What follows belongs to an exercise in optimizing a design on an open flow for small area, a short achievable clock period and few clock cycles; a production flow would make more cautious choices. The RTL was checked by simulation tests, not by an equivalence proof against the original design. No driver is modelled on the clock port, so clock power and skew are understated where the tree is cut down; a real chip needs a root buffer or a tree. Power and IR drop assume default switching activity.

trial 78:
==> module axi4_lite_system, before the edit <==
module axi4_lite_system (
    input  wire        clk,
    input  wire        resetn,
    input  wire        usr_write_req,
    input  wire        usr_read_req,
    input  wire [31:0] usr_araddr,
    input  wire [31:0] usr_awaddr,
    input  wire [31:0] usr_wdata,
    input  wire [3:0]  usr_wstrb,
    output wire [31:0] usr_rdata,
    output wire        usr_wr_busy,
    output wire        usr_wr_done,
    output wire [1:0]  usr_wr_resp,
    output wire        usr_rd_busy,
    output wire        usr_rd_done,
    output wire [1:0]  usr_rd_resp
);
    reg [31:0] slv_reg0, slv_reg1, slv_reg2, slv_reg3;
    reg [31:0] rdata;
    reg        wr_done, rd_done;
    reg        wr_err, rd_err;
    wire aw_ok = (usr_awaddr[1:0] == 2'b00);
    wire [31:0] wdata_r = usr_wdata & {32{resetn}};
    wire [3:0]  aw_lo_zero;
    wire [3:0]  aw_reg;
    wire [3:0]  req_strb;
    wire [15:0] lane_en;
    axi_dec2 u_aw_dec (.a0(usr_awaddr[2]), .a1(usr_awaddr[3]), .d(aw_reg));
    genvar r, b;
    generate
        for (b = 0; b < 4; b = b + 1) begin : g_strb
            axi_and2 u_req_strb (.a(usr_write_req), .b(usr_wstrb[b]), .y(req_strb[b]));
        end
        for (r = 0; r < 4; r = r + 1) begin : g_reg
            axi_nor2 u_aw_lo (.a(usr_awaddr[0]), .b(usr_awaddr[1]), .y(aw_lo_zero[r]));
            for (b = 0; b < 4; b = b + 1) begin : g_lane
                axi_lane u_lane (.ok(aw_lo_zero[r]), .sel(aw_reg[r]), .strb(req_strb[b]),
                                 .resetn(resetn), .en(lane_en[4*r+b]));
            end
        end
    endgenerate
    always @(posedge clk) begin
        if (lane_en[0])  slv_reg0[7:0]   <= wdata_r[7:0];
        if (lane_en[1])  slv_reg0[15:8]  <= wdata_r[15:8];
        if (lane_en[2])  slv_reg0[23:16] <= wdata_r[23:16];
        if (lane_en[3])  slv_reg0[31:24] <= wdata_r[31:24];
        if (lane_en[4])  slv_reg1[7:0]   <= wdata_r[7:0];
        if (lane_en[5])  slv_reg1[15:8]  <= wdata_r[15:8];
        if (lane_en[6])  slv_reg1[23:16] <= wdata_r[23:16];
        if (lane_en[7])  slv_reg1[31:24] <= wdata_r[31:24];
        if (lane_en[8])  slv_reg2[7:0]   <= wdata_r[7:0];
        if (lane_en[9])  slv_reg2[15:8]  <= wdata_r[15:8];
        if (lane_en[10]) slv_reg2[23:16] <= wdata_r[23:16];
        if (lane_en[11]) slv_reg2[31:24] <= wdata_r[31:24];
        if (lane_en[12]) slv_reg3[7:0]   <= wdata_r[7:0];
        if (lane_en[13]) slv_reg3[15:8]  <= wdata_r[15:8];
        if (lane_en[14]) slv_reg3[23:16] <= wdata_r[23:16];
        if (lane_en[15]) slv_reg3[31:24] <= wdata_r[31:24];
    end
    wire [15:0] rsel;
    wire [3:0]  ar_ok;
    wire        ar_valid = ar_ok[0];
    wire [31:0] rdata_d;
    genvar i;
    generate
        for (i = 0; i < 4; i = i + 1) begin : g_rsel
            axi_rsel u_rsel (.a(usr_araddr[3:0]), .sel(rsel[4*i +: 4]), .ok(ar_ok[i]));
        end
        for (i = 0; i < 32; i = i + 1) begin : g_rbit
            axi_rbit #(.BAD(((32'hDEADDEAD >> i) & 1) != 0)) u_rbit (
                .sel(rsel[4*(i/8) +: 4]), .ok(ar_ok[i/8]),
                .r({slv_reg3[i], slv_reg2[i], slv_reg1[i], slv_reg0[i]}),
                .d(rdata_d[i]));
        end
    endgenerate
    always @(posedge clk) rdata <= rdata_d;
    always @(posedge clk) begin
        wr_err <= ~aw_ok;
        rd_err <= ~ar_valid;
    end
    always @(posedge clk) begin
        wr_done <= usr_write_req & resetn;
        rd_done <= usr_read_req & resetn;
    end
    assign usr_rdata   = rdata;
    assign usr_wr_busy = wr_done;
    assign usr_wr_done = wr_done;
    assign usr_wr_resp = {2{wr_err}};
    assign usr_rd_busy = rd_done;
    assign usr_rd_done = rd_done;
    assign usr_rd_resp = {2{rd_err}};
endmodule
==> module axi_dec2, before the edit <==
module axi_dec2 (input wire a0, input wire a1, output wire [3:0] d);
    assign d[0] = ~a1 & ~a0;
    assign d[1] = ~a1 &  a0;
    assign d[2] =  a1 & ~a0;
    assign d[3] =  a1 &  a0;
endmodule
==> module axi_and2, before the edit <==
module axi_and2 (input wire a, input wire b, output wire y);
    assign y = a & b;
endmodule
==> module axi_rsel, before the edit <==
module axi_rsel (input wire [3:0] a, output wire [3:0] sel, output wire ok);
    wire [3:0] d;
    axi_nor2 u_ok  (.a(a[1]), .b(a[0]), .y(ok));
    axi_dec2 u_dec (.a0(a[2]), .a1(a[3]), .d(d));
    genvar k;
    generate
        for (k = 0; k < 4; k = k + 1) begin : g_sel
            axi_and2 u_sel (.a(ok), .b(d[k]), .y(sel[k]));
        end
    endgenerate
endmodule
Settings: LEC_CHECK=0, CAP_MARGIN=20, CORE_MARGIN=2, CORE_UTILIZATION=65, PLACE_DENSITY=0.85, SLEW_MARGIN=20, SYNTH_HIERARCHICAL=1, SYNTH_MINIMUM_KEEP_SIZE=0; clock period 3.0 ns.
standard.sh (not shown) runs the stock make flow with config.mk's settings and CLKGATE_MAP_FILE= SYNTH_SCRIPT=/design/flow/synth_recipe.tcl, a recipe that flattens the netlist after the stock synthesis.
==> flow/flow/run.sh <==
#!/bin/bash
# Own layout flow: the standard ORFS flow (standard.sh) with four changes,
# all made through ORFS's documented hooks and variables:
#  - ports are buffered with the smallest buffer (buf_1); repair sizes them up
#    where the timing needs it;
#  - after floorplan, every combinational cell from synthesis is set to its
#    smallest drive strength (downsize.tcl), so that only cells on slow paths
#    are sized up later;
#  - the clock tree is built by hand (mycts.tcl): the clock port drives four
#    clkbuf_8, each driving one quarter of the flip-flops, clustered by
#    position; every flip-flop sits one buffer from the port;
#  - after CTS, repair_timing sizes up cells on paths with less than
#    MY_SETUP_MARGIN ns of slack (post_cts.tcl).
# Each tool's output is in orfs/logs/ (one log per step); make's own output
# goes to flow_make.log.
set -euo pipefail
HERE=$(pwd)
export BUFFER_PORTS_ARGS="-buffer_cell sky130_fd_sc_hd__buf_1"
export POST_FLOORPLAN_TCL=$HERE/flow/downsize.tcl
export PRE_CTS_TCL=$HERE/flow/mycts.tcl
export POST_CTS_TCL=$HERE/flow/post_cts.tcl
export CLK_NBUF=6
export CLK_NROOT=2
export CLK_ROOT_BUF=sky130_fd_sc_hd__clkbuf_16
export CLK_BUF=sky130_fd_sc_hd__clkbuf_16
export MY_MARGIN_DELTA=0.12
export OUT_FF_MULTI=sky130_fd_sc_hd__dfxtp_2
export MY_SEQUENCE=sizeup
bash standard.sh finish > flow_make.log 2>&1
Other scripts of this flow, unchanged in this note and not shown: flow/flow/downsize.tcl, flow/flow/mycts.tcl, flow/flow/post_cts.tcl
Testbench counts of trial 78, summed over its fixed seeds: cycles 2,400.
Inputs modified between trial 78 and trial 7:
diff --git a/flow/design.v b/flow/design.v
--- a/flow/design.v
+++ b/flow/design.v
@@ -23,17 +23,13 @@
     wire [31:0] wdata_r = usr_wdata & {32{resetn}};
     wire [3:0]  aw_lo_zero;
-    wire [3:0]  aw_reg;
-    wire [3:0]  req_strb;
+    wire [3:0]  wsel_q;
     wire [15:0] lane_en;
-    axi_dec2 u_aw_dec (.a0(usr_awaddr[2]), .a1(usr_awaddr[3]), .d(aw_reg));
+    axi_wsel u_wsel  (.req(usr_write_req), .a2(usr_awaddr[2]), .a3(usr_awaddr[3]), .q(wsel_q));
     genvar r, b;
     generate
-        for (b = 0; b < 4; b = b + 1) begin : g_strb
-            axi_and2 u_req_strb (.a(usr_write_req), .b(usr_wstrb[b]), .y(req_strb[b]));
-        end
         for (r = 0; r < 4; r = r + 1) begin : g_reg
             axi_nor2 u_aw_lo (.a(usr_awaddr[0]), .b(usr_awaddr[1]), .y(aw_lo_zero[r]));
             for (b = 0; b < 4; b = b + 1) begin : g_lane
-                axi_lane u_lane (.ok(aw_lo_zero[r]), .sel(aw_reg[r]), .strb(req_strb[b]),
+                axi_lane u_lane (.ok(aw_lo_zero[r]), .sel(wsel_q[r]), .strb(usr_wstrb[b]),
                                  .resetn(resetn), .en(lane_en[4*r+b]));
             end
@@ -94,12 +90,9 @@
     assign y = ~(a | b);
 endmodule
-module axi_dec2 (input wire a0, input wire a1, output wire [3:0] d);
-    assign d[0] = ~a1 & ~a0;
-    assign d[1] = ~a1 &  a0;
-    assign d[2] =  a1 & ~a0;
-    assign d[3] =  a1 &  a0;
-endmodule
-module axi_and2 (input wire a, input wire b, output wire y);
-    assign y = a & b;
+module axi_wsel (input wire req, input wire a2, input wire a3, output wire [3:0] q);
+    assign q[0] = req & ~a3 & ~a2;
+    assign q[1] = req & ~a3 &  a2;
+    assign q[2] = req &  a3 & ~a2;
+    assign q[3] = req &  a3 &  a2;
 endmodule
 module axi_lane (input wire ok, input wire sel, input wire strb, input wire resetn,
@@ -108,13 +101,9 @@
 endmodule
 module axi_rsel (input wire [3:0] a, output wire [3:0] sel, output wire ok);
-    wire [3:0] d;
-    axi_nor2 u_ok  (.a(a[1]), .b(a[0]), .y(ok));
-    axi_dec2 u_dec (.a0(a[2]), .a1(a[3]), .d(d));
-    genvar k;
-    generate
-        for (k = 0; k < 4; k = k + 1) begin : g_sel
-            axi_and2 u_sel (.a(ok), .b(d[k]), .y(sel[k]));
-        end
-    endgenerate
+    assign ok     = ~(a[1] | a[0]);
+    assign sel[0] = ok & ~a[3] & ~a[2];
+    assign sel[1] = ok & ~a[3] &  a[2];
+    assign sel[2] = ok &  a[3] & ~a[2];
+    assign sel[3] = ok &  a[3] &  a[2];
 endmodule
 module axi_rbit #(parameter BAD = 1'b0) (
Results
- Trial 7 ended with every stage complete and zero timing, DRC or antenna violations.
- Startpoint of the worst setup timing path: wr_done -> trial 78, rdata[2] -> trial 7
- Against trial 78, trial 7 reports a clock share of power that is lower.
- Gate count of the mapped netlist was higher in trial 78 than in trial 7.
- As far as via count normalized by instance count is concerned, trial 7 and trial 78 perform about the same.
- Between trial 7 and trial 78, the via count is lower for trial 7.
- Compared with trial 78, trial 7 shows layout overhead on the synthesized area higher by 2.0 points.
Testbench counts of trial 7, summed over its fixed seeds: cycles 2,400.
No run of this note takes its clock network from TritonCTS; it comes from the design's own scripts or RTL.

[afterwards: timing with drivers on the ports]
The flow's constraints put no driver on any port. The routed layouts listed below were extracted and timed again, unchanged, in two steps.
Step 1, drivers: a clkbuf_16 drives clk and a buf_2 each remaining input, both assumed.
Step 2 also shifts input and output timing later by t, the mid clock arrival at the registers, as if the neighbouring blocks saw the same clock.
Three values: ideal, step 1, step 2; two values: the first two.
run	t (ns)	slack for setup (ns)	worst setup path at the end
trial 78	0.353	1.581 / 1.529 / 1.306	input to register
trial 7	0.354	1.595 / 1.539 / 1.284	input to register
After both steps every run listed still meets setup and hold. The setup slack of trial 7, which loses most, moves by -0.056 ns with the drivers and by -0.311 ns with both steps.
